What follows belongs to an exercise in optimizing a design on an open flow for small area and a short achievable clock period; a production flow would make more cautious choices. Function was checked by simulation only, so behaviour that the tests miss may differ from the original.

--- config.mk ---
export PLATFORM = sky130hd
export DESIGN_NAME = mmu_array
export DESIGN_NICKNAME = mmu_array
export VERILOG_FILES = /design/flow/design.v
export SDC_FILE = /design/flow/constraint.sdc
export NUM_CORES = 4
export LEC_CHECK = 0
export CAP_MARGIN = 20
export CORE_MARGIN = 2
export CORE_UTILIZATION = 60
export SETUP_SLACK_MARGIN = 3.5
export SLEW_MARGIN = 20
export TNS_END_PERCENT = 10
--- constraint.sdc ---
create_clock -name core_clock -period 8.0 [get_ports {clk}]
set_input_delay 1.6000 -clock core_clock [delete_from_list [all_inputs] [get_ports {clk}]]
set_output_delay 1.6000 -clock core_clock [all_outputs]
set_load 0.01 [all_outputs]
--- design.v ---
module mac (
    input  logic        clk,
    input  logic        v,
    input  logic [7:0]  a,
    input  logic [7:0]  w,
    output logic [31:0] acc_o
);
    logic [15:0] L, U;
    logic up, dn;
    wire pp0 = (a[0] & w[0]);
    wire pp1 = (a[0] & w[1]);
    wire pp2 = (a[0] & w[2]);
    wire pp3 = (a[0] & w[3]);
    wire pp4 = (a[0] & w[4]);
    wire pp5 = (a[0] & w[5]);
    wire pp6 = (a[0] & w[6]);
    wire pp7 = (~a[0] | ~w[7]);
    wire pp8 = (a[1] & w[0]);
    wire pp9 = (a[1] & w[1]);
    wire pp10 = (a[1] & w[2]);
    wire pp11 = (a[1] & w[3]);
    wire pp12 = (a[1] & w[4]);
    wire pp13 = (a[1] & w[5]);
    wire pp14 = (a[1] & w[6]);
    wire pp15 = (~a[1] | ~w[7]);
    wire pp16 = (a[2] & w[0]);
    wire pp17 = (a[2] & w[1]);
    wire pp18 = (a[2] & w[2]);
    wire pp19 = (a[2] & w[3]);
    wire pp20 = (a[2] & w[4]);
    wire pp21 = (a[2] & w[5]);
    wire pp22 = (a[2] & w[6]);
    wire pp23 = (~a[2] | ~w[7]);
    wire pp24 = (a[3] & w[0]);
    wire pp25 = (a[3] & w[1]);
    wire pp26 = (a[3] & w[2]);
    wire pp27 = (a[3] & w[3]);
    wire pp28 = (a[3] & w[4]);
    wire pp29 = (a[3] & w[5]);
    wire pp30 = (a[3] & w[6]);
    wire pp31 = (~a[3] | ~w[7]);
    wire pp32 = (a[4] & w[0]);
    wire pp33 = (a[4] & w[1]);
    wire pp34 = (a[4] & w[2]);
    wire pp35 = (a[4] & w[3]);
    wire pp36 = (a[4] & w[4]);
    wire pp37 = (a[4] & w[5]);
    wire pp38 = (a[4] & w[6]);
    wire pp39 = (~a[4] | ~w[7]);
    wire pp40 = (a[5] & w[0]);
    wire pp41 = (a[5] & w[1]);
    wire pp42 = (a[5] & w[2]);
    wire pp43 = (a[5] & w[3]);
    wire pp44 = (a[5] & w[4]);
    wire pp45 = (a[5] & w[5]);
    wire pp46 = (a[5] & w[6]);
    wire pp47 = (~a[5] | ~w[7]);
    wire pp48 = (a[6] & w[0]);
    wire pp49 = (a[6] & w[1]);
    wire pp50 = (a[6] & w[2]);
    wire pp51 = (a[6] & w[3]);
    wire pp52 = (a[6] & w[4]);
    wire pp53 = (a[6] & w[5]);
    wire pp54 = (a[6] & w[6]);
    wire pp55 = (~a[6] | ~w[7]);
    wire pp56 = (~a[7] | ~w[0]);
    wire pp57 = (~a[7] | ~w[1]);
    wire pp58 = (~a[7] | ~w[2]);
    wire pp59 = (~a[7] | ~w[3]);
    wire pp60 = (~a[7] | ~w[4]);
    wire pp61 = (~a[7] | ~w[5]);
    wire pp62 = (~a[7] | ~w[6]);
    wire pp63 = (a[7] & w[7]);
    wire s64 = L[5] ^ pp5;
    wire c65 = L[5] & pp5;
    wire s66 = L[6] ^ pp6 ^ pp13;
    wire c67 = (L[6] & pp6) | (pp13 & (L[6] ^ pp6));
    wire s68 = pp20 ^ pp27;
    wire c69 = pp20 & pp27;
    wire s70 = L[7] ^ pp7 ^ pp14;
    wire c71 = (L[7] & pp7) | (pp14 & (L[7] ^ pp7));
    wire s72 = pp21 ^ pp28 ^ pp35;
    wire c73 = (pp21 & pp28) | (pp35 & (pp21 ^ pp28));
    wire s74 = pp42 ^ pp49;
    wire c75 = pp42 & pp49;
    wire s76 = 1'b1 ^ L[8] ^ pp15;
    wire c77 = (1'b1 & L[8]) | (pp15 & (1'b1 ^ L[8]));
    wire s78 = pp22 ^ pp29 ^ pp36;
    wire c79 = (pp22 & pp29) | (pp36 & (pp22 ^ pp29));
    wire s80 = pp43 ^ pp50 ^ pp57;
    wire c81 = (pp43 & pp50) | (pp57 & (pp43 ^ pp50));
    wire s82 = L[9] ^ pp23 ^ pp30;
    wire c83 = (L[9] & pp23) | (pp30 & (L[9] ^ pp23));
    wire s84 = pp37 ^ pp44 ^ pp51;
    wire c85 = (pp37 & pp44) | (pp51 & (pp37 ^ pp44));
    wire s86 = L[10] ^ pp31 ^ pp38;
    wire c87 = (L[10] & pp31) | (pp38 & (L[10] ^ pp31));
    wire s88 = L[3] ^ pp3;
    wire c89 = L[3] & pp3;
    wire s90 = L[4] ^ pp4 ^ pp11;
    wire c91 = (L[4] & pp4) | (pp11 & (L[4] ^ pp4));
    wire s92 = pp18 ^ pp25;
    wire c93 = pp18 & pp25;
    wire s94 = pp12 ^ pp19 ^ pp26;
    wire c95 = (pp12 & pp19) | (pp26 & (pp12 ^ pp19));
    wire s96 = pp33 ^ pp40 ^ s64;
    wire c97 = (pp33 & pp40) | (s64 & (pp33 ^ pp40));
    wire s98 = pp34 ^ pp41 ^ pp48;
    wire c99 = (pp34 & pp41) | (pp48 & (pp34 ^ pp41));
    wire s100 = c65 ^ s68 ^ s66;
    wire c101 = (c65 & s68) | (s66 & (c65 ^ s68));
    wire s102 = pp56 ^ c69 ^ s74;
    wire c103 = (pp56 & c69) | (s74 & (pp56 ^ c69));
    wire s104 = c67 ^ s70 ^ s72;
    wire c105 = (c67 & s70) | (s72 & (c67 ^ s70));
    wire s106 = c75 ^ c71 ^ c73;
    wire c107 = (c75 & c71) | (c73 & (c75 ^ c71));
    wire s108 = s76 ^ s78 ^ s80;
    wire c109 = (s76 & s78) | (s80 & (s76 ^ s78));
    wire s110 = pp58 ^ c77 ^ c79;
    wire c111 = (pp58 & c77) | (c79 & (pp58 ^ c77));
    wire s112 = c81 ^ s82 ^ s84;
    wire c113 = (c81 & s82) | (s84 & (c81 ^ s82));
    wire s114 = pp45 ^ pp52 ^ pp59;
    wire c115 = (pp45 & pp52) | (pp59 & (pp45 ^ pp52));
    wire s116 = c83 ^ c85 ^ s86;
    wire c117 = (c83 & c85) | (s86 & (c83 ^ c85));
    wire s118 = L[11] ^ pp39 ^ pp46;
    wire c119 = (L[11] & pp39) | (pp46 & (L[11] ^ pp39));
    wire s120 = pp53 ^ pp60 ^ c87;
    wire c121 = (pp53 & pp60) | (c87 & (pp53 ^ pp60));
    wire s122 = L[12] ^ pp47 ^ pp54;
    wire c123 = (L[12] & pp47) | (pp54 & (L[12] ^ pp47));
    wire s124 = L[2] ^ pp2;
    wire c125 = L[2] & pp2;
    wire s126 = pp10 ^ pp17 ^ pp24;
    wire c127 = (pp10 & pp17) | (pp24 & (pp10 ^ pp17));
    wire s128 = pp32 ^ c89 ^ s92;
    wire c129 = (pp32 & c89) | (s92 & (pp32 ^ c89));
    wire s130 = c93 ^ c91 ^ s94;
    wire c131 = (c93 & c91) | (s94 & (c93 ^ c91));
    wire s132 = c95 ^ s98 ^ c97;
    wire c133 = (c95 & s98) | (c97 & (c95 ^ s98));
    wire s134 = c99 ^ s102 ^ c101;
    wire c135 = (c99 & s102) | (c101 & (c99 ^ s102));
    wire s136 = c103 ^ c105 ^ s106;
    wire c137 = (c103 & c105) | (s106 & (c103 ^ c105));
    wire s138 = c107 ^ c109 ^ s110;
    wire c139 = (c107 & c109) | (s110 & (c107 ^ c109));
    wire s140 = s114 ^ c111 ^ c113;
    wire c141 = (s114 & c111) | (c113 & (s114 ^ c111));
    wire s142 = c115 ^ s118 ^ c117;
    wire c143 = (c115 & s118) | (c117 & (c115 ^ s118));
    wire s144 = pp61 ^ c119 ^ s122;
    wire c145 = (pp61 & c119) | (s122 & (pp61 ^ c119));
    wire s146 = L[13] ^ pp55 ^ pp62;
    wire c147 = (L[13] & pp55) | (pp62 & (L[13] ^ pp55));
    wire s148 = L[1] ^ pp1;
    wire c149 = L[1] & pp1;
    wire s150 = pp9 ^ pp16 ^ s124;
    wire c151 = (pp9 & pp16) | (s124 & (pp9 ^ pp16));
    wire s152 = c125 ^ s88 ^ s126;
    wire c153 = (c125 & s88) | (s126 & (c125 ^ s88));
    wire s154 = c127 ^ s90 ^ s128;
    wire c155 = (c127 & s90) | (s128 & (c127 ^ s90));
    wire s156 = c129 ^ s96 ^ s130;
    wire c157 = (c129 & s96) | (s130 & (c129 ^ s96));
    wire s158 = c131 ^ s100 ^ s132;
    wire c159 = (c131 & s100) | (s132 & (c131 ^ s100));
    wire s160 = s104 ^ c133 ^ s134;
    wire c161 = (s104 & c133) | (s134 & (s104 ^ c133));
    wire s162 = s108 ^ c135 ^ s136;
    wire c163 = (s108 & c135) | (s136 & (s108 ^ c135));
    wire s164 = s112 ^ c137 ^ s138;
    wire c165 = (s112 & c137) | (s138 & (s112 ^ c137));
    wire s166 = s116 ^ c139 ^ s140;
    wire c167 = (s116 & c139) | (s140 & (s116 ^ c139));
    wire s168 = s120 ^ c141 ^ s142;
    wire c169 = (s120 & c141) | (s142 & (s120 ^ c141));
    wire s170 = s144 ^ c121 ^ c143;
    wire c171 = (s144 & c121) | (c143 & (s144 ^ c121));
    wire s172 = s146 ^ c123 ^ c145;
    wire c173 = (s146 & c123) | (c145 & (s146 ^ c123));
    wire s174 = L[14] ^ pp63 ^ c147;
    wire c175 = (L[14] & pp63) | (c147 & (L[14] ^ pp63));
    wire s176 = 1'b1 ^ L[15];
    wire c177 = 1'b1 & L[15];
    wire tg178 = L[0] & pp0;
    wire tg179 = s148 & pp8;
    wire tg180 = c149 & s150;
    wire tg181 = c151 & s152;
    wire tg182 = c153 & s154;
    wire tg183 = c155 & s156;
    wire tg184 = c157 & s158;
    wire tg185 = c159 & s160;
    wire tg186 = c161 & s162;
    wire tg187 = c163 & s164;
    wire tg188 = c165 & s166;
    wire tg189 = c167 & s168;
    wire tg190 = c169 & s170;
    wire tg191 = c171 & s172;
    wire tg192 = c173 & s174;
    wire tg193 = c175 & s176;
    wire tg194 = c177 & 1'b1;
    wire tg195 = 1'b1 & 1'b0;
    wire tp196 = L[0] ^ pp0;
    wire tp197 = s148 ^ pp8;
    wire tp198 = c149 ^ s150;
    wire tp199 = c151 ^ s152;
    wire tp200 = c153 ^ s154;
    wire tp201 = c155 ^ s156;
    wire tp202 = c157 ^ s158;
    wire tp203 = c159 ^ s160;
    wire tp204 = c161 ^ s162;
    wire tp205 = c163 ^ s164;
    wire tp206 = c165 ^ s166;
    wire tp207 = c167 ^ s168;
    wire tp208 = c169 ^ s170;
    wire tp209 = c171 ^ s172;
    wire tp210 = c173 ^ s174;
    wire tp211 = c175 ^ s176;
    wire tp212 = c177 ^ 1'b1;
    wire tp213 = 1'b1 ^ 1'b0;
    wire tG214 = tg179 | (tp197 & tg178);
    wire tP215 = tp197 & tp196;
    wire tG216 = tg181 | (tp199 & tg180);
    wire tP217 = tp199 & tp198;
    wire tG218 = tg183 | (tp201 & tg182);
    wire tP219 = tp201 & tp200;
    wire tG220 = tg185 | (tp203 & tg184);
    wire tP221 = tp203 & tp202;
    wire tG222 = tg187 | (tp205 & tg186);
    wire tP223 = tp205 & tp204;
    wire tG224 = tg189 | (tp207 & tg188);
    wire tP225 = tp207 & tp206;
    wire tG226 = tg191 | (tp209 & tg190);
    wire tP227 = tp209 & tp208;
    wire tG228 = tg193 | (tp211 & tg192);
    wire tP229 = tp211 & tp210;
    wire tG230 = tg195 | (tp213 & tg194);
    wire tP231 = tp213 & tp212;
    wire tG232 = tg180 | (tp198 & tG214);
    wire tP233 = tp198 & tP215;
    wire tG234 = tG216 | (tP217 & tG214);
    wire tP235 = tP217 & tP215;
    wire tG236 = tg184 | (tp202 & tG218);
    wire tP237 = tp202 & tP219;
    wire tG238 = tG220 | (tP221 & tG218);
    wire tP239 = tP221 & tP219;
    wire tG240 = tg188 | (tp206 & tG222);
    wire tP241 = tp206 & tP223;
    wire tG242 = tG224 | (tP225 & tG222);
    wire tP243 = tP225 & tP223;
    wire tG244 = tg192 | (tp210 & tG226);
    wire tP245 = tp210 & tP227;
    wire tG246 = tG228 | (tP229 & tG226);
    wire tP247 = tP229 & tP227;
    wire tG248 = tg182 | (tp200 & tG234);
    wire tP249 = tp200 & tP235;
    wire tG250 = tG218 | (tP219 & tG234);
    wire tP251 = tP219 & tP235;
    wire tG252 = tG236 | (tP237 & tG234);
    wire tP253 = tP237 & tP235;
    wire tG254 = tG238 | (tP239 & tG234);
    wire tP255 = tP239 & tP235;
    wire tG256 = tg190 | (tp208 & tG242);
    wire tP257 = tp208 & tP243;
    wire tG258 = tG226 | (tP227 & tG242);
    wire tP259 = tP227 & tP243;
    wire tG260 = tG244 | (tP245 & tG242);
    wire tP261 = tP245 & tP243;
    wire tG262 = tG246 | (tP247 & tG242);
    wire tP263 = tP247 & tP243;
    wire tG264 = tg186 | (tp204 & tG254);
    wire tP265 = tp204 & tP255;
    wire tG266 = tG222 | (tP223 & tG254);
    wire tP267 = tP223 & tP255;
    wire tG268 = tG240 | (tP241 & tG254);
    wire tP269 = tP241 & tP255;
    wire tG270 = tG242 | (tP243 & tG254);
    wire tP271 = tP243 & tP255;
    wire tG272 = tG256 | (tP257 & tG254);
    wire tP273 = tP257 & tP255;
    wire tG274 = tG258 | (tP259 & tG254);
    wire tP275 = tP259 & tP255;
    wire tG276 = tG260 | (tP261 & tG254);
    wire tP277 = tP261 & tP255;
    wire tG278 = tG262 | (tP263 & tG254);
    wire tP279 = tP263 & tP255;
    wire tG280 = tg194 | (tp212 & tG278);
    wire tP281 = tp212 & tP279;
    wire tG282 = tG230 | (tP231 & tG278);
    wire tP283 = tP231 & tP279;
    wire ts284 = tp197 ^ tg178;
    wire ts285 = tp198 ^ tG214;
    wire ts286 = tp199 ^ tG232;
    wire ts287 = tp200 ^ tG234;
    wire ts288 = tp201 ^ tG248;
    wire ts289 = tp202 ^ tG250;
    wire ts290 = tp203 ^ tG252;
    wire ts291 = tp204 ^ tG254;
    wire ts292 = tp205 ^ tG264;
    wire ts293 = tp206 ^ tG266;
    wire ts294 = tp207 ^ tG268;
    wire ts295 = tp208 ^ tG270;
    wire ts296 = tp209 ^ tG272;
    wire ts297 = tp210 ^ tG274;
    wire ts298 = tp211 ^ tG276;
    wire ts299 = tp212 ^ tG278;
    wire ts300 = tp213 ^ tG280;
    wire rn301 = ~U[0];
    wire rn302 = ~U[1];
    wire rn303 = ~U[2];
    wire rn304 = ~U[3];
    wire rn305 = ~U[4];
    wire rn306 = ~U[5];
    wire rn307 = ~U[6];
    wire rn308 = ~U[7];
    wire rn309 = ~U[8];
    wire rn310 = ~U[9];
    wire rn311 = ~U[10];
    wire rn312 = ~U[11];
    wire rn313 = ~U[12];
    wire rn314 = ~U[13];
    wire rn315 = ~U[14];
    wire rn316 = ~U[15];
    wire ra317 = U[1] & U[0];
    wire rz318 = rn302 & rn301;
    wire ra319 = U[3] & U[2];
    wire rz320 = rn304 & rn303;
    wire ra321 = U[5] & U[4];
    wire rz322 = rn306 & rn305;
    wire ra323 = U[7] & U[6];
    wire rz324 = rn308 & rn307;
    wire ra325 = U[9] & U[8];
    wire rz326 = rn310 & rn309;
    wire ra327 = U[11] & U[10];
    wire rz328 = rn312 & rn311;
    wire ra329 = U[13] & U[12];
    wire rz330 = rn314 & rn313;
    wire ra331 = U[15] & U[14];
    wire rz332 = rn316 & rn315;
    wire ra333 = U[2] & ra317;
    wire rz334 = rn303 & rz318;
    wire ra335 = ra319 & ra317;
    wire rz336 = rz320 & rz318;
    wire ra337 = U[6] & ra321;
    wire rz338 = rn307 & rz322;
    wire ra339 = ra323 & ra321;
    wire rz340 = rz324 & rz322;
    wire ra341 = U[10] & ra325;
    wire rz342 = rn311 & rz326;
    wire ra343 = ra327 & ra325;
    wire rz344 = rz328 & rz326;
    wire ra345 = U[14] & ra329;
    wire rz346 = rn315 & rz330;
    wire ra347 = ra331 & ra329;
    wire rz348 = rz332 & rz330;
    wire ra349 = U[4] & ra335;
    wire rz350 = rn305 & rz336;
    wire ra351 = ra321 & ra335;
    wire rz352 = rz322 & rz336;
    wire ra353 = ra337 & ra335;
    wire rz354 = rz338 & rz336;
    wire ra355 = ra339 & ra335;
    wire rz356 = rz340 & rz336;
    wire ra357 = U[12] & ra343;
    wire rz358 = rn313 & rz344;
    wire ra359 = ra329 & ra343;
    wire rz360 = rz330 & rz344;
    wire ra361 = ra345 & ra343;
    wire rz362 = rz346 & rz344;
    wire ra363 = ra347 & ra343;
    wire rz364 = rz348 & rz344;
    wire ra365 = U[8] & ra355;
    wire rz366 = rn309 & rz356;
    wire ra367 = ra325 & ra355;
    wire rz368 = rz326 & rz356;
    wire ra369 = ra341 & ra355;
    wire rz370 = rz342 & rz356;
    wire ra371 = ra343 & ra355;
    wire rz372 = rz344 & rz356;
    wire ra373 = ra357 & ra355;
    wire rz374 = rz358 & rz356;
    wire ra375 = ra359 & ra355;
    wire rz376 = rz360 & rz356;
    wire ra377 = ra361 & ra355;
    wire rz378 = rz362 & rz356;
    wire ra379 = ra363 & ra355;
    wire rz380 = rz364 & rz356;
    wire ro381 = U[0] ^ (up | dn);
    wire ro382 = U[1] ^ ((up & U[0]) | (dn & rn301));
    wire ro383 = U[2] ^ ((up & ra317) | (dn & rz318));
    wire ro384 = U[3] ^ ((up & ra333) | (dn & rz334));
    wire ro385 = U[4] ^ ((up & ra335) | (dn & rz336));
    wire ro386 = U[5] ^ ((up & ra349) | (dn & rz350));
    wire ro387 = U[6] ^ ((up & ra351) | (dn & rz352));
    wire ro388 = U[7] ^ ((up & ra353) | (dn & rz354));
    wire ro389 = U[8] ^ ((up & ra355) | (dn & rz356));
    wire ro390 = U[9] ^ ((up & ra365) | (dn & rz366));
    wire ro391 = U[10] ^ ((up & ra367) | (dn & rz368));
    wire ro392 = U[11] ^ ((up & ra369) | (dn & rz370));
    wire ro393 = U[12] ^ ((up & ra371) | (dn & rz372));
    wire ro394 = U[13] ^ ((up & ra373) | (dn & rz374));
    wire ro395 = U[14] ^ ((up & ra375) | (dn & rz376));
    wire ro396 = U[15] ^ ((up & ra377) | (dn & rz378));
    wire [15:0] R = {ro396, ro395, ro394, ro393, ro392, ro391, ro390, ro389, ro388, ro387, ro386, ro385, ro384, ro383, ro382, ro381};
    always_ff @(posedge clk) begin
        if (v) begin
            L <= {ts298, ts297, ts296, ts295, ts294, ts293, ts292, ts291, ts290, ts289, ts288, ts287, ts286, ts285, ts284, tp196};
            up <= ts299 & ~ts300;
            dn <= ts300;
            U <= R;
        end else begin
            L <= '0;
            up <= 1'b0;
            dn <= 1'b0;
            U <= '0;
        end
    end
    assign acc_o = {R, L};
endmodule
module mmu_array #(
    parameter int N = 4,
    parameter int DW = 8,
    parameter int AW = 32
) (
    input  logic clk,
    input  logic valid_i,
    input  logic [N*DW-1:0] activation_rows,    
    input  logic [N*DW-1:0] weight_columns,     
    output logic valid_o,
    output logic [N*N*AW-1:0] psums             
);
    logic [N-1:0] vq;
    always_ff @(posedge clk) vq <= {vq[N-2:0], valid_i};
    assign valid_o = vq[N-1];
    logic [DW-1:0] a_bus [N][N];
    logic [DW-1:0] w_bus [N][N];
    for (genvar r = 0; r < N; r++) begin : ROW
        for (genvar c = 0; c < N; c++) begin : COL
            logic v;
            if (c == 0) begin : A0
                assign a_bus[r][c] = activation_rows[r*DW +: DW];
                assign v = valid_i;
            end else begin : AQ
                logic [DW-1:0] a_q;
                always_ff @(posedge clk) a_q <= a_bus[r][c-1];
                assign a_bus[r][c] = a_q;
                assign v = vq[c-1];
            end
            if (r == 0) begin : W0
                assign w_bus[r][c] = weight_columns[c*DW +: DW];
            end else begin : WQ
                logic [DW-1:0] w_q;
                always_ff @(posedge clk) w_q <= w_bus[r-1][c];
                assign w_bus[r][c] = w_q;
            end
            mac pe (
                .clk(clk), .v(v), .a(a_bus[r][c]), .w(w_bus[r][c]),
                .acc_o(psums[(r*N+c)*AW +: AW])
            );
        end
    end
endmodule
--- flow/run.sh ---
#!/bin/bash
# Standard synthesis and layout; the only change is the cell used to buffer the
# ports (buf_2 instead of the resizer's default pick, a slow delay cell).
set -euo pipefail
bash standard.sh "BUFFER_PORTS_ARGS=-buffer_cell sky130_fd_sc_hd__buf_2" finish > standard_flow.log 2>&1
--- standard.sh ---
#!/bin/bash
# synth_recipe.tcl (not shown) runs the flow's synth.tcl, then flattens the netlist and writes it again
# the make line also repeats each setting of config.mk as NAME=value (left out here)
make -C /OpenROAD-flow-scripts/flow DESIGN_CONFIG=/design/flow/config.mk WORK_HOME=/design/flow/orfs CLKGATE_MAP_FILE= SYNTH_SCRIPT=/design/flow/synth_recipe.tcl "${@:-finish}"
==> metrics.cfg, run 1 <==
[floorplanning]
die-area_um2=108000
die_h_um=328
die_x_um=328
core_area_um2=104000
initial_core_util_pct=60.7
core.rowCount=118
pin_count=579

[layout]
drive_above_1_share_pct=13.9
fill_cells=8696
syn_to_final_growth_pct=10.5
nets=8398

[route]
routed_wl_um=155000
drtIter0Drc=1932
vias=44840
vias_per_cell=5.22
route.detailed.drc=0
wl_per_cell_um=18.1
drt_pre_antenna_iters=5
ant_nets=0

[sta]
hold_viol=0
fmax_mhz=209
timing.final.crit_share_pct=59.7
tns_ns=0
maxSlewViolCount=0
setup-violations-final=0
maxSlewHeadroom_pct=32.3
tightest_slew_ns=1.01
finClkSkew_ns=0.0243
fin_crit_ns=4.77
rsz0062_at_grt=yes

[synthesis]
synth_edf_count=0
yosysSeqAreaShare_pct=23.5
ys_top_cells_by_area=fa_1 26%, dfxtp_1 24%, and2_1 11%, inv_1 7.4%, ha_1 7.3%
synth_top_area_cell=fa_1
dominantRegCellSynth=dfxtp_1
synthArstFlopShare_pct=0
ys_ff_latch=740
synth_top_cells_by_count=1239 x inv_1, 1074 x and2_1, 832 x fa_1
netlist-cell-type-count=72
syn_nets=8072
synth_area_um2=63000
avgSynthCellArea_um2=9.26
ys_warn_count=6
yosysMostFrequentCell=inv_1
synth_cells=6806
synth_top_area_share_pct=26.4

[cts]
h-tree-depth=3
root_buffer=clkbuf_16
clkSinkCount=740
clk_pin_slew_ns=0.06
postCtsHoldBufs=0
numCtsBuffers=89
worstSkewPairLatency_ns=0.68
cts.path.max_buffers=3
cts_tree=done

[worst_setup_path]
crit_fanout=9
cp.required_ns=8.60
rr_startpoint=ROW[1].COL[2].WQ.w_q[3]
endpoint_kind=flop
crit_path_start=weight_columns[15]
timing.setup.critical_path_class=input port to flop
cp-start-kind=input port
cp_data_arrival_time_ns=5.38

[placed_design]
io_buffer_count=578
place_congestion=0.919
hpwlAfterDp_um=121000

[worst_hold_path]
min-delay-start=vq[0]
min_path_type=flop to flop

[run_status]
status=complete, no violations

[global_route]
grt_pass1_vias=46424
grt_max_degree=108
grt_overflow_total=0
grt_pass1_wl_um=249000
track_usage_pct=29.2
antenna_found_initial=16

[job]
max_cap_viol_count=0

-- cells in the final DEF, fill, tap and decap left out, types with 16 or more instances in the layout --
cell type | netlist | final
inv_1 | 1239 | 1223
and2_1 | 1074 | 1062
fa_1 | 832 | 816
dfxtp_1 | 740 | 679
buf_2 | 4 | 558
nand2_1 | 491 | 485
ha_1 | 368 | 347
nor2_1 | 247 | 247
xnor2_1 | 217 | 215
xor2_1 | 152 | 151
a21oi_1 | 126 | 114
nor3_1 | 102 | 101
clkbuf_16 | 0 | 95
nand3_1 | 78 | 77
o21ai_0 | 89 | 72
a21o_1 | 62 | 62
dfxtp_2 | 0 | 47
nand2b_1 | 46 | 46
nand4_1 | 43 | 43
buf_4 | 272 | 43
mux2i_1 | 41 | 41
nor4_1 | 44 | 38
and3_1 | 36 | 36
o21a_1 | 32 | 32
a31oi_1 | 37 | 31
or3_1 | 33 | 30
ha_4 | 0 | 20
o211ai_1 | 18 | 18
o22ai_1 | 19 | 17
o21bai_1 | 17 | 17
fa_2 | 0 | 16
-- what timing repair did --
action                     4_1_cts  5_1_grt
gates resized for setup         55      188
setup endpoints to repair      144      205
pin swaps                       18       43
setup buffers                   17       10
gates cloned                     0        2
-- path summary, 6_finish.rpt --
kind | to | slack (ns) | cells past startpoint
hold / removal | vq[1] | 0.37 | 0
setup reg to reg | ROW[1].COL[2].pe.L[14] | 3.42 | 15
setup / recovery | ROW[0].COL[1].pe.L[15] | 3.23 | 16
hold reg to reg | vq[1] | 0.37 | 0
-- worst max-delay path, stage by stage --
cell and delay, ns:
buf_2 0.16, and2_1 0.20, fa_1 0.51, inv_1 0.06, fa_1 0.38, inv_1 0.07, fa_1 0.42, fa_1 0.49
inv_1 0.07, ha_1 0.19, a21o_1 0.21, nand2b_1 0.08, nand4b_1 0.09, or3_4 0.38, o31ai_4 0.25, mux2i_1 0.21
-- flip-flops by register name, indices dropped and copies added, names as in the netlist --
signal	flops
ROW.COL.AQ.a_q	96
ROW.COL.WQ.w_q	96
ROW.COL.pe.L	256
ROW.COL.pe.U	256
ROW.COL.pe.dn	16
ROW.COL.pe.up	16
vq	4
-- layout make-up --
type | instances | area (um2) | area share (%)
Multi-Input combinational cell | 4445 | 41900 | 60.2
Sequential cell | 740 | 14900 | 21.4
Inverter | 1241 | 4660 | 6.69
Timing Repair Buffer | 615 | 3320 | 4.77
Clock buffer | 121 | 2560 | 3.68
Tap cell | 1380 | 1730 | 2.48
Clock inverter | 41 | 504 | 0.724
Antenna cell | 9 | 22.5 | 0.0323
-- kinds of logic after synthesis --
logic type               after synthesis  synth area share (%)
buffers and inverters               1621                  11.3
multiplexers                          43                 0.723
adder cells (fa/ha/maj)             1200                  33.7
AO/OA/AOI/OAI                        538                  5.71
AND/OR/NAND/NOR                     2293                  19.8
flip-flops                           740                  23.5
XOR/XNOR                             371                  5.18
-- per-layer routing --
| metal | vias to the layer above | wire (um) | global-route usage (%) |
|---|---|---|---|
| met5 | - | 93 | 0 |
| met4 | 14 | 6080 | 10.5 |
| met3 | 258 | 9600 | 7.07 |
| met2 | 949 | 76300 | 50.1 |
| met1 | 22123 | 63000 | 35.7 |
| li1 | 21496 | - | - |
-- metrics by stage --
stage	cells	util [%]	instance area [um2]	setup WS [ns]	hold slack [ns]
2_1_floorplan	6806	-	63300	2.96	0.329
3_3_place_gp	8392	63.1	65500	2.49	0.369
3_5_place_dp	8392	63.1	65500	2.44	0.368
4_1_cts	8571	66.4	68900	3.26	0.378
5_1_grt	8590	67.1	69600	3.14	0.388
6_report	8592	67.1	69600	3.23	0.374
==> inputs of run 2 (changes only) <==
--- a/config.mk
+++ b/config.mk
@@ -9,3 +9,4 @@
 export CORE_MARGIN = 2
-export CORE_UTILIZATION = 60
+export CORE_UTILIZATION = 40
+export CTS_BUF_LIST = sky130_fd_sc_hd__clkbuf_8
 export SETUP_SLACK_MARGIN = 3.5
==> metrics.cfg, run 2 <==
[route]
routed_wl_um=170000  ; +9.5%
route.detailed.drc=0  ; unchanged
drt_pre_antenna_iters=5  ; unchanged
vias=45555  ; +1.6%
drtIter0Drc=2022  ; +4.7%
vias_per_cell=4.85  ; -7.0%
wl_per_cell_um=18.1  ; +0.22%
ant_nets=0  ; unchanged

[worst_setup_path]
crit_fanout=3  ; -6
cp-start-kind=flop
crit_family=simple AND/OR/NAND/NOR gates
endpoint_kind=primary output
cp_data_arrival_time_ns=3.19  ; -2.19 ns
path_cells=or4b_4 > or4_4 > or4_4 > mux2i_4 > xor2_2 > buf_2
path_buf_inv=1  ; -3
max_stage_delay_ns=0.54  ; +0.03 ns
timing.setup.critical_path_class=flop to primary output
cp.required_ns=6.40  ; -2.20 ns
crit_path_top_delay_cell=or4b_4
crit_top_cell=or4_4

[cts]
cts.path.max_buffers=3  ; unchanged
root_buffer=clkbuf_8
clkSinkCount=740  ; unchanged
numCtsBuffers=147  ; +65%
worstSkewPairLatency_ns=0.93  ; +0.25 ns
cts_tree=done
clk_pin_slew_ns=0.05  ; about the same
h-tree-depth=4  ; +1

[global_route]
track_usage_pct=21.2  ; -8.0 points
grt_pass1_wl_um=267000  ; +7.4%
antenna_found_initial=15  ; -1
grt_max_degree=65  ; -40%
grt_pass1_vias=47694  ; +2.7%
grt_overflow_total=0  ; unchanged

[synthesis]
yosysSeqAreaShare_pct=23.5  ; unchanged
synth_top_cells_by_count=1239 x inv_1, 1074 x and2_1, 832 x fa_1
ys_warn_count=6  ; unchanged
synthArstFlopShare_pct=0  ; unchanged
syn_nets=8072  ; unchanged
yosysMostFrequentCell=inv_1
synth_area_um2=63000  ; unchanged
netlist-cell-type-count=72  ; unchanged
ys_top_cells_by_area=fa_1 26%, dfxtp_1 24%, and2_1 11%, inv_1 7.4%, ha_1 7.3%
avgSynthCellArea_um2=9.26  ; unchanged
synth_cells=6806  ; unchanged
synth_top_area_cell=fa_1
synth_top_area_share_pct=26.4  ; unchanged
ys_ff_latch=740  ; unchanged
dominantRegCellSynth=dfxtp_1
synth_edf_count=0  ; unchanged

[floorplanning]
die_x_um=401  ; +22%
pin_count=579  ; unchanged
core_area_um2=156000  ; +51%
core.rowCount=145  ; +23%
die_h_um=401  ; +22%
die-area_um2=161000  ; +49%
initial_core_util_pct=40.3  ; -20 points

[sta]
maxSlewHeadroom_pct=42.7  ; +10 points
fin_crit_ns=4.79  ; +0.0152 ns
tns_ns=0  ; unchanged
maxSlewViolCount=0  ; unchanged
fmax_mhz=209  ; -0.32%
hold_viol=0  ; unchanged
setup-violations-final=0  ; unchanged
holdWs_ns=0.438  ; +0.0636 ns
tightest_slew_ns=0.859  ; -0.156 ns
rsz0062_at_grt=yes
finClkSkew_ns=0.0601  ; +0.0358 ns
timing.final.crit_share_pct=59.9  ; +0.19 points

[layout]
finish.instance_area_um2=70500  ; +1.3%
fill_cells=15240  ; +75%
final_cell_mix=1264 x inv_1, 1070 x and2_1, 821 x fa_1
final-seq-area_um2=14900  ; about the same
fin_util_pct=45.1  ; -22 points
multi_input_area_um2=41900  ; about the same
layout_commonest_cell=inv_1
syn_to_final_growth_pct=12.0
nets=8471  ; +0.87%
reg_top3=ROW.COL.pe.L (256), ROW.COL.pe.U (256)
drive_above_1_share_pct=15.1  ; +1.2 points

[placed_design]
io_buffer_count=578  ; unchanged
place_area_um2=66400  ; +1.3%
hpwlAfterDp_um=134000  ; +11%
place_congestion=0.886  ; -3.6%

[worst_hold_path]
min_path_type=flop to flop

[job]
max_cap_viol_count=0  ; unchanged

[run_status]
status=complete, no violations

## run 2: cell type report
type / instances / area share, %
Multi-Input combinational cell: 4445 / 59.4
Clock inverter: 89 / 0.977
Timing Repair Buffer: 630 / 4.68
Antenna cell: 11 / 0.0390
Sequential cell: 740 / 21.2
Clock buffer: 177 / 3.45
Tap cell: 2058 / 3.65
Inverter: 1241 / 6.61
## run 2: per-stage QoR
step                std cells  worst slack, ns
floorplan                6806             2.96
global placement         9072             2.50
detailed placement       9072             2.44
CTS                      9356             3.10
global route             9387             3.04
finish                   9391             3.21
## run 2: cell families after synthesis
group / synth area share, %
xor gates and xnor gates: 5.18
buffers and inverters: 11.3
DFF: 23.5
adders and majority gates: 33.7
and+or+nand+nor: 19.8
muxes: 0.723
AOI/OAI and AO/OA: 5.71
## run 2: path summary, 6_finish.rpt
kind / startpoint / endpoint / slack (ns) / cells after the start
hold / removal: ROW[2].COL[1].WQ.w_q[3] / ROW[3].COL[1].WQ.w_q[3] / 0.44 / 0
hold reg to reg: ROW[2].COL[1].WQ.w_q[3] / ROW[3].COL[1].WQ.w_q[3] / 0.44 / 0
setup / recovery: ROW[3].COL[2].pe.U[0] / psums[478] / 3.21 / 6
setup reg to reg: ROW[1].COL[3].WQ.w_q[3] / ROW[1].COL[3].pe.L[9] / 3.33 / 14
## run 2: layer usage
layer	share of wire, %	GRT usage [%]
met5	0.045	0
met4	3.6	7.62
met3	6.3	5.33
met2	48	36.0
met1	42	25.9
## run 2: timing repair
action,CTS,global route
hold buffers,0,0
pin swaps,24,37
gates resized for setup,72,120
buffers inserted,18,24
cloned,0,0
endpoints found under the setup margin,158,233
==> inputs of run 3 (changes only) <==
--- a/config.mk
+++ b/config.mk
@@ -10,3 +10,3 @@
 export CORE_UTILIZATION = 40
-export CTS_BUF_LIST = sky130_fd_sc_hd__clkbuf_8
+export GPL_TIMING_DRIVEN = 1
 export SETUP_SLACK_MARGIN = 3.5
==> metrics.cfg, run 3 <==
[sta]
finalWorstSetupSlack_ns=3.34  ; +0.130 ns
fin_crit_ns=4.66  ; -0.130 ns
hold_viol=0  ; unchanged
maxSlewViolCount=0  ; unchanged
finClkSkew_ns=0.0458  ; -0.0143 ns
timing.final.crit_share_pct=58.3  ; -1.6 points
tns_ns=0  ; unchanged
rsz0062_at_grt=yes
holdWs_ns=0.417  ; -0.0205 ns
setup-violations-final=0  ; unchanged
fmax_mhz=215  ; +2.8%
maxSlewHeadroom_pct=41.3  ; -1.4 points
tightest_slew_ns=0.880  ; +0.0209 ns

[worst_setup_path]
max_stage_delay_ns=0.50  ; -0.04 ns
timing.setup.critical_path_class=input port to flop
crit_fanout=9  ; +6
crit_path_top_delay_cell=fa_1
path_cells=buf_4 > and2_4 > fa_1 > inv_1 > fa_2 > fa_1 > inv_1 > fa_1 > inv_2 > ha_4 > a21o_1 > nand2b_1 > nand4b_1 > or3_4 > o31ai_4 > mux2i_1
rrSetupSlack_ns=3.48  ; +0.15 ns
cp-start-kind=input port
cp_data_arrival_time_ns=5.29  ; +2.10 ns
endpoint_kind=flop
cp.required_ns=8.62  ; +2.22 ns
crit_top_cell=fa_1

[global_route]
grt_pass1_vias=47162  ; -1.1%
grt_overflow_total=0  ; unchanged
grt_pass1_wl_um=266000  ; -0.49%
antenna_found_initial=9  ; -6
track_usage_pct=21.0  ; -0.18 points
grt_max_degree=65  ; unchanged

[synthesis]
ys_ff_latch=740  ; unchanged
synth_area_um2=63000  ; unchanged
synth_top_cells_by_count=1239 x inv_1, 1074 x and2_1, 832 x fa_1
synthArstFlopShare_pct=0  ; unchanged
synth_cells=6806  ; unchanged
synth_top_area_share_pct=26.4  ; unchanged
syn_nets=8072  ; unchanged
synth_top_area_cell=fa_1
ys_top_cells_by_area=fa_1 26%, dfxtp_1 24%, and2_1 11%, inv_1 7.4%, ha_1 7.3%
synth_edf_count=0  ; unchanged
dominantRegCellSynth=dfxtp_1
avgSynthCellArea_um2=9.26  ; unchanged
yosysSeqAreaShare_pct=23.5  ; unchanged
ys_warn_count=6  ; unchanged
netlist-cell-type-count=72  ; unchanged
yosysMostFrequentCell=inv_1

[placed_design]
place_congestion=0.886  ; unchanged
io_buffer_count=578  ; unchanged
hpwlAfterDp_um=134000  ; unchanged
preCtsSetupSlack_ns=2.44  ; unchanged

[cts]
clk_pin_slew_ns=0.06  ; about the same
h-tree-depth=3  ; -1
postCtsHoldBufs=0  ; unchanged
cts.path.max_buffers=3  ; unchanged
clkSinkCount=740  ; unchanged
root_buffer=clkbuf_16
numCtsBuffers=96  ; -35%
worstSkewPairLatency_ns=0.73  ; -0.20 ns
cts_tree=done

[layout]
nets=8415  ; -0.66%
final-seq-area_um2=14900  ; about the same
drive_above_1_share_pct=15.3  ; +0.14 points
syn_to_final_growth_pct=13.3
final_cell_mix=1219 x inv_1, 1051 x and2_1, 808 x fa_1
reg_top3=ROW.COL.pe.L (256), ROW.COL.pe.U (256)
insertedDiodeCount=0  ; -11
fill_cells=15055  ; -1.2%
layout_commonest_cell=inv_1
multi_input_area_um2=42300  ; +0.87%

[route]
drtIter0Drc=2051  ; +1.4%
drt_pre_antenna_iters=5  ; unchanged
wl_per_cell_um=18.2  ; +0.80%
vias=45261  ; -0.65%
ant_nets=0  ; unchanged
routed_wl_um=169000  ; -0.38%
route.detailed.drc=0  ; unchanged
vias_per_cell=4.88  ; +0.53%

[floorplanning]
die_x_um=401  ; unchanged
core_area_um2=156000  ; unchanged
core.rowCount=145  ; unchanged
pin_count=579  ; unchanged
die-area_um2=161000  ; unchanged
initial_core_util_pct=40.3  ; unchanged
die_h_um=401  ; unchanged

[worst_hold_path]
min_path_type=flop to flop

[run_status]
status=complete, no violations

[job]
max_cap_viol_count=0  ; unchanged

==> run 3: cell count changes in the layout (fill, tap and decap cells not counted), sizes merged <==
| cell | change |
|---|---|
| inv | -39 |
| clkinv | -8 |
| diode | -11 |
| buf | -14 |
| clkinvlp | +2 |
| clkbuf | -47 |
| bufinv | +7 |
==> run 3: path summary, 6_finish.rpt <==
path,start,end,cells after the start
setup / recovery,weight_columns[9],ROW[0].COL[1].pe.L[15],16
hold / removal,ROW[1].COL[2].WQ.w_q[3],ROW[2].COL[2].WQ.w_q[3],0
setup reg to reg,ROW[2].COL[1].AQ.a_q[5],ROW[2].COL[1].pe.L[14],14
hold reg to reg,ROW[1].COL[2].WQ.w_q[3],ROW[2].COL[2].WQ.w_q[3],0
==> run 3: cell type report <==
cell class,instances,area share [%]
inverter,1241,6.53
timing repair buffer,625,4.88
sequential,740,20.9
tap,2058,3.61
multi-input combinational,4445,59.2
clock buffer,121,3.79
clock inverter,51,1.04
==> run 3: per-layer routing <==
layer	vias to the layer above	wire length [um]	track usage, %
met5	-	36	0
met4	6	5870	6.85
met3	257	10200	4.81
met2	948	82100	36.1
met1	22531	71000	25.9
li1	21519	-	-
==> run 3: cell families (layout without fill, tap and decap cells) <==
logic type	after synthesis	in the layout	share of synthesized area (%)
buf+inv	1621	2038	11.3
fa+ha+maj	1200	1200	33.7
mux	43	43	0.723
xor+xnor	371	371	5.18
simple gates	2293	2293	19.8
compound gates	538	538	5.71
flops	740	740	23.5
==> run 3: through the flow <==
step | util (%) | std cells | area [um2]
after detailed placement | 42.4 | 9072 | 66400
after global routing | 45.6 | 9281 | 71400
after CTS | 44.9 | 9256 | 70200
final | 45.6 | 9281 | 71400
after global placement | 42.4 | 9072 | 66400
after floorplan | - | 6806 | 63300
==> run 3: critical path, delay by kind of cell <==
family | cells | cell delay (ns)
simple gates | 4 | 0.71
compound gates | 2 | 0.44
mux | 1 | 0.20
fa+ha+maj | 5 | 2.03
buf+inv | 4 | 0.30
==> run 3: timing repair <==
action | in CTS | in global routing
setup endpoints to repair | 173 | 203
pin swaps | 20 | 80
setup buffers | 12 | 24
cloned | 0 | 1
gates resized for setup | 87 | 286
endpoints found under the hold margin | 0 | 0
==> inputs of run 4 (changes only) <==
--- a/config.mk
+++ b/config.mk
@@ -10,4 +10,3 @@
 export CORE_UTILIZATION = 40
-export GPL_TIMING_DRIVEN = 1
-export SETUP_SLACK_MARGIN = 3.5
+export SETUP_SLACK_MARGIN = 3.0
 export SLEW_MARGIN = 20
==> metrics.cfg, run 4 <==
[floorplanning]
initial_core_util_pct=40.3  ; unchanged
core.rowCount=145  ; unchanged
die_x_um=401  ; unchanged
die_h_um=401  ; unchanged
core_area_um2=156000  ; unchanged
pin_count=579  ; unchanged
die-area_um2=161000  ; unchanged

[worst_setup_path]
timing.setup.critical_path_class=flop to flop
rr_startpoint=ROW[1].COL[2].AQ.a_q[5]
r2r_cells=15  ; +1
crit_fanout=9  ; unchanged
crit_family=adder cells
cp_data_arrival_time_ns=5.58  ; +0.29 ns
max_stage_delay_ns=0.71  ; +0.21 ns
path_cells=nand2_1 > fa_1 > inv_1 > fa_1 > fa_1 > inv_1 > fa_1 > inv_1 > ha_1 > a21oi_1 > nor2_1 > a211oi_1 > a21oi_1 > o21a_1 > nor4_1
cp-start-kind=flop
rrSetupSlack_ns=2.95  ; -0.53 ns
endpoint_kind=flop
path_buf_inv=3  ; -1
crit_top_cell=fa_1
crit_path_top_delay_cell=dfxtp_1
rr_endpoint=ROW[1].COL[2].pe.dn
cp.required_ns=8.52  ; -0.10 ns

[placed_design]
io_buffer_count=578  ; unchanged
place_congestion=0.896  ; +1.2%
hpwlAfterDp_um=134000  ; -0.40%

[layout]
layout_commonest_cell=inv_1
fill_cells=15300  ; +1.6%
final-seq-area_um2=14800  ; -0.80%
drive_above_1_share_pct=11.4  ; -3.9 points
reg_top3=ROW.COL.pe.L (256), ROW.COL.pe.U (256)
multi_input_area_um2=41300  ; -2.3%
syn_to_final_growth_pct=10.4
nets=8376  ; -0.46%
final_cell_mix=1236 x inv_1, 1074 x and2_1, 827 x fa_1

[cts]
worstSkewPairLatency_ns=0.71  ; -0.02 ns
numCtsBuffers=95  ; -1.0%
root_buffer=clkbuf_16
cts_tree=done
clkSinkCount=740  ; unchanged
clk_pin_slew_ns=0.06  ; about the same
h-tree-depth=3  ; unchanged
cts.path.max_buffers=3  ; unchanged
postCtsHoldBufs=0  ; unchanged

[route]
drt_pre_antenna_iters=6  ; +1
drtIter0Drc=2063  ; +0.59%
routed_wl_um=168000  ; -0.62%
ant_nets=0  ; unchanged
wl_per_cell_um=18.2  ; -0.29%
route.detailed.drc=0  ; unchanged
vias=45001  ; -0.57%
vias_per_cell=4.86  ; -0.24%

[job]
max_cap_viol_count=0  ; unchanged

[sta]
maxSlewViolCount=0  ; unchanged
rsz0062_at_grt=yes
fmax_mhz=198  ; -7.8%
tns_ns=0  ; unchanged
maxSlewHeadroom_pct=32.3  ; -9.1 points
setup-violations-final=0  ; unchanged
tightest_slew_ns=1.02  ; +0.136 ns
timing.final.crit_share_pct=63.2  ; +4.9 points
finClkSkew_ns=0.0335  ; -0.0123 ns
fin_crit_ns=5.05  ; +0.395 ns
holdWs_ns=0.456  ; +0.0383 ns
hold_viol=0  ; unchanged

[synthesis]
yosysSeqAreaShare_pct=23.5  ; unchanged
ys_ff_latch=740  ; unchanged
synth_cells=6806  ; unchanged
yosysMostFrequentCell=inv_1
dominantRegCellSynth=dfxtp_1
syn_nets=8072  ; unchanged
synth_top_area_cell=fa_1
synth_top_area_share_pct=26.4  ; unchanged
ys_warn_count=6  ; unchanged
synth_edf_count=0  ; unchanged
synthArstFlopShare_pct=0  ; unchanged
avgSynthCellArea_um2=9.26  ; unchanged
synth_top_cells_by_count=1239 x inv_1, 1074 x and2_1, 832 x fa_1
ys_top_cells_by_area=fa_1 26%, dfxtp_1 24%, and2_1 11%, inv_1 7.4%, ha_1 7.3%
netlist-cell-type-count=72  ; unchanged
synth_area_um2=63000  ; unchanged

[worst_hold_path]
hold_depth=1  ; +1
whs_endpoint=ROW[2].COL[0].pe.dn
min_path_type=flop to flop
min-delay-start=ROW[2].COL[0].pe.L[15]

[global_route]
grt_overflow_total=0  ; unchanged
grt_pass1_vias=47103  ; -0.13%
antenna_found_initial=20  ; +11
grt_pass1_wl_um=266000  ; +0.18%
track_usage_pct=21.0  ; +0.053 points
grt_max_degree=100  ; +54%

[run_status]
status=complete, no violations

-- run 4: cell counts after synthesis --
No cell type changed its count.
-- run 4: cells by family after synthesis --
| kind of cell | count (synthesis) | share of synthesized area (%) |
|---|---|---|
| fa+ha+maj | 1200 | 33.7 |
| compound gates | 538 | 5.71 |
| xor+xnor | 371 | 5.18 |
| buf+inv | 1621 | 11.3 |
| flops | 740 | 23.5 |
| mux | 43 | 0.723 |
| simple gates | 2293 | 19.8 |
-- run 4: cell type report --
class                           count  area share, %
Inverter                         1241           6.69
Timing Repair Buffer              587           4.25
Clock inverter                     42          0.840
Tap cell                         2058           3.70
Sequential cell                   740           21.3
Clock buffer                      132           3.86
Multi-Input combinational cell   4445           59.3
Antenna cell                        5         0.0180
-- run 4: metrics by stage --
step | instances | worst slack, ns | cell area (um2) | utilization [%]
after global placement | 9071 | 2.50 | 66300 | 42.4
after global routing | 9246 | 2.74 | 69600 | 44.5
final | 9250 | 2.95 | 69600 | 44.5
after CTS | 9245 | 2.87 | 69600 | 44.5
after floorplan | 6806 | 2.94 | 63200 | -
after detailed placement | 9071 | 2.43 | 66300 | 42.4
-- run 4: per-layer routing --
layer | GRT usage (%) | wire length [um] | part of all wire, %
met5 | 0 | 74 | 0.044
met4 | 6.56 | 5580 | 3.3
met3 | 4.69 | 10400 | 6.2
met2 | 36.0 | 80900 | 48
met1 | 26.3 | 71300 | 42
-- run 4: what timing repair did --
item                                    4_1_cts  5_1_grt
resized for setup                             2        3
endpoints found under the setup margin       10       29
gates cloned                                  0        0
buffers inserted                              0        0
-- run 4: worst max-delay path by stage --
stage | start | to | slack, ns | cells after the start
global placement | activation_rows[8] | ROW[1].COL[0].pe.up | 2.50 | 14
floorplan | weight_columns[30] | ROW[0].COL[3].pe.up | 2.94 | 13
global route | ROW[1].COL[2].AQ.a_q[5] | ROW[1].COL[2].pe.dn | 2.74 | 15
CTS | ROW[1].COL[2].AQ.a_q[5] | ROW[1].COL[2].pe.dn | 2.87 | 15
finish | ROW[1].COL[2].AQ.a_q[5] | ROW[1].COL[2].pe.dn | 2.95 | 15
detailed placement | activation_rows[10] | ROW[1].COL[0].pe.up | 2.43 | 16
==> inputs of run 5 (changes only) <==
--- a/config.mk
+++ b/config.mk
@@ -10,3 +10,3 @@
 export CORE_UTILIZATION = 40
-export SETUP_SLACK_MARGIN = 3.0
+export SETUP_SLACK_MARGIN = 4.0
 export SLEW_MARGIN = 20
==> metrics.cfg, run 5 <==
[floorplanning]
core.rowCount=145  ; unchanged
die_h_um=401  ; unchanged
initial_core_util_pct=40.3  ; unchanged
core_area_um2=156000  ; unchanged
die_x_um=401  ; unchanged
die-area_um2=161000  ; unchanged
pin_count=579  ; unchanged

[global_route]
grt_max_degree=86  ; -14%
grt_overflow_total=0  ; unchanged
grt_pass1_wl_um=270000  ; +1.3%
antenna_found_initial=8  ; -60%
grt_pass1_vias=47739  ; +1.4%
track_usage_pct=21.3  ; +0.29 points

[synthesis]
synth_top_area_share_pct=26.4  ; unchanged
yosysMostFrequentCell=inv_1
dominantRegCellSynth=dfxtp_1
ys_warn_count=6  ; unchanged
ys_ff_latch=740  ; unchanged
ys_top_cells_by_area=fa_1 26%, dfxtp_1 24%, and2_1 11%, inv_1 7.4%, ha_1 7.3%
syn_nets=8072  ; unchanged
synth_top_cells_by_count=1239 x inv_1, 1074 x and2_1, 832 x fa_1
synth_top_area_cell=fa_1
synth_cells=6806  ; unchanged
avgSynthCellArea_um2=9.26  ; unchanged
netlist-cell-type-count=72  ; unchanged
synthArstFlopShare_pct=0  ; unchanged
synth_edf_count=0  ; unchanged
synth_area_um2=63000  ; unchanged
yosysSeqAreaShare_pct=23.5  ; unchanged

[sta]
rsz0062_at_grt=yes
tns_ns=0  ; unchanged
maxSlewViolCount=0  ; unchanged
maxSlewHeadroom_pct=42.9  ; +11 points
timing.final.crit_share_pct=58.2  ; -5.0 points
finClkSkew_ns=0.0250  ; -0.00849 ns
setup-violations-final=0  ; unchanged
fmax_mhz=215  ; +8.6%
tightest_slew_ns=0.856  ; -0.160 ns
hold_viol=0  ; unchanged
finalWorstSetupSlack_ns=3.35  ; +0.402 ns
fin_crit_ns=4.65  ; -0.402 ns

[worst_setup_path]
endpoint_kind=flop
cp-start-kind=input port
cp.required_ns=8.55  ; +0.03 ns
crit_fanout=9  ; unchanged
cp_data_arrival_time_ns=5.20  ; -0.38 ns
timing.setup.critical_path_class=input port to flop
rrSetupSlack_ns=3.51  ; +0.56 ns

[route]
route.detailed.drc=0  ; unchanged
drtIter0Drc=2066  ; +0.15%
ant_nets=0  ; unchanged
vias=45956  ; +2.1%
drt_pre_antenna_iters=7  ; +1
vias_per_cell=4.87  ; about the same
wl_per_cell_um=18.4  ; +1.0%
routed_wl_um=174000  ; +3.2%

[placed_design]
hpwlAfterDp_um=134000  ; +0.12%
io_buffer_count=578  ; unchanged
place_congestion=0.868  ; -3.2%
preCtsSetupSlack_ns=2.47  ; +0.0359 ns

[job]
max_cap_viol_count=0  ; unchanged

[layout]
drive_above_1_share_pct=20.5  ; +9.1 points
reg_top3=ROW.COL.pe.L (256), ROW.COL.pe.U (256)
final_cell_mix=1190 x inv_1, 1020 x and2_1, 790 x fa_1
layout_commonest_cell=inv_1
fill_cells=14756  ; -3.6%
syn_to_final_growth_pct=17.5
nets=8568  ; +2.3%

[cts]
worstSkewPairLatency_ns=0.71  ; about the same
postCtsHoldBufs=0  ; unchanged
root_buffer=clkbuf_16
cts.path.max_buffers=3  ; unchanged
cts_tree=done
numCtsBuffers=98  ; +3.2%
clkSinkCount=740  ; unchanged
clk_pin_slew_ns=0.06  ; about the same
h-tree-depth=3  ; unchanged

[worst_hold_path]
min_path_type=flop to flop

[run_status]
status=complete, no violations

[run 5: cell counts after synthesis]
No cell type changed its count.
[run 5: cell families after synthesis]
family,synth area share [%]
compound gates,5.71
xor+xnor,5.18
fa+ha+maj,33.7
buf+inv,11.3
flops,23.5
mux,0.723
simple gates,19.8
[run 5: repair_timing]
item	in CTS	in global routing
cloned	0	3
endpoints found under the setup margin	354	349
setup buffers	93	94
gates resized for setup	313	496
pin swaps	90	150
[run 5: through the flow]
step	hold WS [ns]	instance area, um2	util, %	cells
final	0.410	74000	47.3	9443
after global routing	0.418	74000	47.3	9439
after CTS	0.408	71600	45.8	9341
after detailed placement	0.471	66400	42.4	9070
after global placement	0.470	66400	42.4	9070
after floorplan	0.329	63300	-	6806
[run 5: worst paths after layout]
path                            from                 endpoint  cells past startpoint
min reg2reg  ROW[2].COL[2].AQ.a_q[5]  ROW[2].COL[3].AQ.a_q[5]                      0
max reg2reg  ROW[1].COL[1].AQ.a_q[2]      ROW[1].COL[1].pe.dn                     14
max              activation_rows[26]    ROW[3].COL[0].pe.L[9]                     15
min          ROW[2].COL[2].AQ.a_q[5]  ROW[2].COL[3].AQ.a_q[5]                      0
[run 5: per-layer routing]
layer,vias up,share of wire [%],track usage [%]
met5,-,0.016,0
met4,4,3.5,7.36
met3,243,6.2,4.67
met2,1037,49,36.7
met1,22836,41,26.3
li1,21836,-,-
[run 5: final cells by class]
type                            instances  area [um2]  area share (%)
Timing Repair Buffer                  776        4870            6.58
Clock inverter                         42         548           0.740
Inverter                             1241        4660            6.29
Multi-Input combinational cell       4445       43300            58.4
Tap cell                             2058        2570            3.48
Antenna cell                            5        12.5          0.0169
Sequential cell                       740       15200            20.6
Clock buffer                          136        2860            3.86
[run 5: critical path: stages]
cell and delay (ns):
buf_4 0.15, and2_1 0.18, fa_1 0.48, fa_1 0.49
inv_1 0.05, fa_1 0.48, inv_1 0.06, ha_1 0.34
and3_1 0.21, a41oi_2 0.18, nand2_1 0.11, a31o_2 0.29
fa_1 0.38, xnor2_1 0.14, nor2_1 0.05
==> inputs of run 6 (changes only) <==
--- a/config.mk
+++ b/config.mk
@@ -10,4 +10,4 @@
 export CORE_UTILIZATION = 40
-export SETUP_SLACK_MARGIN = 4.0
+export SETUP_SLACK_MARGIN = 5.0
 export SLEW_MARGIN = 20
-export TNS_END_PERCENT = 10
+export TNS_END_PERCENT = 100
==> metrics.cfg, run 6 <==
[run_status]
status=complete, no violations

[placed_design]
placed_cells=9070  ; unchanged
place_congestion=0.865  ; -0.28%
hpwlAfterDp_um=131000  ; -2.3%
place_area_um2=69000  ; +4.0%
io_buffer_count=578  ; unchanged

[cts]
cts_tree=done
root_buffer=clkbuf_16
clkSinkCount=740  ; unchanged
postCtsHoldBufs=0  ; unchanged
numCtsBuffers=94  ; -4.1%
worstSkewPairLatency_ns=0.72  ; about the same
cts.path.max_buffers=3  ; unchanged
h-tree-depth=3  ; unchanged
clk_pin_slew_ns=0.06  ; about the same

[floorplanning]
initial_core_util_pct=40.3  ; unchanged
die_h_um=401  ; unchanged
core_area_um2=156000  ; unchanged
die-area_um2=161000  ; unchanged
core.rowCount=145  ; unchanged
pin_count=579  ; unchanged
die_x_um=401  ; unchanged

[layout]
finish.instance_area_um2=86400  ; +17%
final-seq-area_um2=15600  ; +2.5%
drive_above_1_share_pct=41.1  ; +21 points
multi_input_area_um2=49900  ; +15%
final_cell_mix=1079 x inv_1, 892 x and2_1, 712 x fa_1
layout_commonest_cell=inv_1
syn_to_final_growth_pct=37.1
fill_cells=13460  ; -8.8%
nets=9103  ; +6.2%
instances_no_fill=9977  ; +5.7%
reg_top3=ROW.COL.pe.L (256), ROW.COL.pe.U (256)

[worst_setup_path]
cp_data_arrival_time_ns=3.10  ; -2.10 ns
rr_endpoint=ROW[0].COL[1].pe.L[15]
timing.setup.critical_path_class=flop to primary output
rr_startpoint=ROW[0].COL[1].AQ.a_q[6]
endpoint_kind=primary output
rrSetupSlack_ns=3.72  ; +0.21 ns
cp-start-kind=flop
crit_fanout=3  ; -6
r2r_cells=15  ; +1
max_stage_delay_ns=0.51  ; +0.02 ns
cp.required_ns=6.40  ; -2.15 ns
path_cells=or4b_4 > or4_4 > or4_4 > mux2i_4 > xor2_2 > buf_2
crit_path_top_delay_cell=or4b_4
crit_top_cell=or4_4

[sta]
finClkSkew_ns=0.0305  ; +0.00545 ns
tns_ns=0  ; unchanged
tightest_slew_ns=0.947  ; +0.0913 ns
hold_viol=0  ; unchanged
maxSlewViolCount=0  ; unchanged
fmax_mhz=213  ; -0.90%
fin_crit_ns=4.70  ; +0.0421 ns
maxSlewHeadroom_pct=36.9  ; -6.1 points
timing.final.crit_share_pct=58.7  ; +0.53 points
setup-violations-final=0  ; unchanged
rsz0062_at_grt=yes

[synthesis]
synth_top_area_cell=fa_1
synth_cells=6806  ; unchanged
syn_nets=8072  ; unchanged
avgSynthCellArea_um2=9.26  ; unchanged
dominantRegCellSynth=dfxtp_1
synth_area_um2=63000  ; unchanged
ys_warn_count=6  ; unchanged
yosysSeqAreaShare_pct=23.5  ; unchanged
synth_edf_count=0  ; unchanged
ys_ff_latch=740  ; unchanged
netlist-cell-type-count=72  ; unchanged
synth_top_cells_by_count=1239 x inv_1, 1074 x and2_1, 832 x fa_1
synthArstFlopShare_pct=0  ; unchanged
yosysMostFrequentCell=inv_1
synth_top_area_share_pct=26.4  ; unchanged
ys_top_cells_by_area=fa_1 26%, dfxtp_1 24%, and2_1 11%, inv_1 7.4%, ha_1 7.3%

[route]
route.detailed.drc=0  ; unchanged
routed_wl_um=183000  ; +5.3%
vias=48582  ; +5.7%
wl_per_cell_um=18.3  ; -0.31%
vias_per_cell=4.87  ; about the same
ant_nets=0  ; unchanged
drtIter0Drc=1825  ; -12%
drt_pre_antenna_iters=5  ; -2

[worst_hold_path]
whs_endpoint=ROW[3].COL[3].AQ.a_q[6]
hold_depth=0  ; unchanged
min-delay-start=ROW[3].COL[2].AQ.a_q[6]
min_path_type=flop to flop

[global_route]
track_usage_pct=22.0  ; +0.64 points
grt_pass1_vias=51313  ; +7.5%
grt_pass1_wl_um=283000  ; +4.9%
grt_max_degree=91  ; +5.8%
antenna_found_initial=4  ; -4
grt_overflow_total=0  ; unchanged

[job]
max_cap_viol_count=0  ; unchanged

## run 6: cell counts after synthesis
No cell type changed its count.
## run 6: worst max-delay path by stage
stage	start	end	slack, ns	depth (start not counted)
after floorplan	weight_columns[14]	ROW[0].COL[1].pe.L[15]	2.96	14
after global placement	activation_rows[21]	ROW[2].COL[0].pe.L[14]	2.60	15
after detailed placement	activation_rows[7]	ROW[0].COL[0].pe.L[15]	2.55	15
after CTS	ROW[3].COL[2].pe.U[2]	psums[478]	3.25	6
after global routing	ROW[3].COL[2].pe.dn	psums[478]	3.20	6
final	ROW[3].COL[2].pe.dn	psums[478]	3.30	6
## run 6: cell families after synthesis
| group | share of synthesized area, % |
|---|---|
| fa+ha+maj | 33.7 |
| buf+inv | 11.3 |
| mux | 0.723 |
| flops | 23.5 |
| simple gates | 19.8 |
| compound gates | 5.71 |
| xor+xnor | 5.18 |
## run 6: layer usage
| metal | GRT usage, % | wire [um] |
|---|---|---|
| met1 | 27.8 | 77800 |
| met2 | 38.0 | 90700 |
| met3 | 4.58 | 9350 |
| met4 | 5.68 | 4890 |
| met5 | 0 | 0 |
## run 6: cell type report
| type | count | area share (%) |
|---|---|---|
| repair buffers | 1315 | 11.9 |
| inverters | 1241 | 5.41 |
| well taps | 2058 | 2.98 |
| multi-input cells | 4445 | 57.8 |
| clock inverters | 43 | 0.646 |
| diodes | 3 | 0.00869 |
| clock buffers | 132 | 3.22 |
| flip-flops and latches | 740 | 18.1 |
## run 6: critical path, delay by kind of cell (launching register included)
| family | cells | cell delay, ns |
|---|---|---|
| flops | 1 | 0.38 |
| buf+inv | 1 | 0.16 |
| simple gates | 3 | 1.50 |
| xor+xnor | 1 | 0.18 |
| mux | 1 | 0.18 |
## run 6: through the flow
stage          setup WS [ns]  hold WS, ns  utilization [%]
2_1_floorplan           2.96        0.329                -
5_1_grt                 3.20        0.435             55.2
4_1_cts                 3.25        0.416             51.7
3_5_place_dp            2.55        0.427             44.1
3_3_place_gp            2.60        0.425             44.1
6_report                3.30        0.426             55.2
## run 6: repair_timing
item                                    in CTS  in global routing
resized for setup                         1175                801
buffers inserted                           474                248
endpoints found under the setup margin     480                494
pin swaps                                  558                514
cloned                                       3                  4

[afterwards: timing with drivers on the ports]
In the flow no input, the clock included, has a driving cell. The finished layouts below were timed again as built, in two steps.
Step 1, drivers: a clkbuf_16 drives clk and a buf_2 each remaining input, both assumed.
Step 2 also shifts input and output timing later by t, the mid clock arrival at the registers, as if the neighbouring blocks saw the same clock.
a / b / c = no drivers / after step 1 / after step 2; a / b = the first two.
run | shift t [ns] | setup WS [ns] | worst data-port slew with drivers (ns)
run 1 | 0.740 | 3.225 / 3.248 / 2.512 | 0.16
run 2 | 0.970 | 3.210 / 3.140 / 2.388 | 0.15
run 3 | 0.782 | 3.340 / 3.332 / 2.561 | 0.15
run 4 | 0.770 | 2.945 / 2.945 / 2.410 | 0.11
run 5 | 0.774 | 3.347 / 3.317 / 2.589 | 0.13
run 6 | 0.780 | 3.305 / 3.232 / 2.627 | 0.19
After both steps every run listed still meets setup and hold. The setup slack of run 2, which loses most, moves by -0.070 ns with the drivers and by -0.822 ns with both steps.
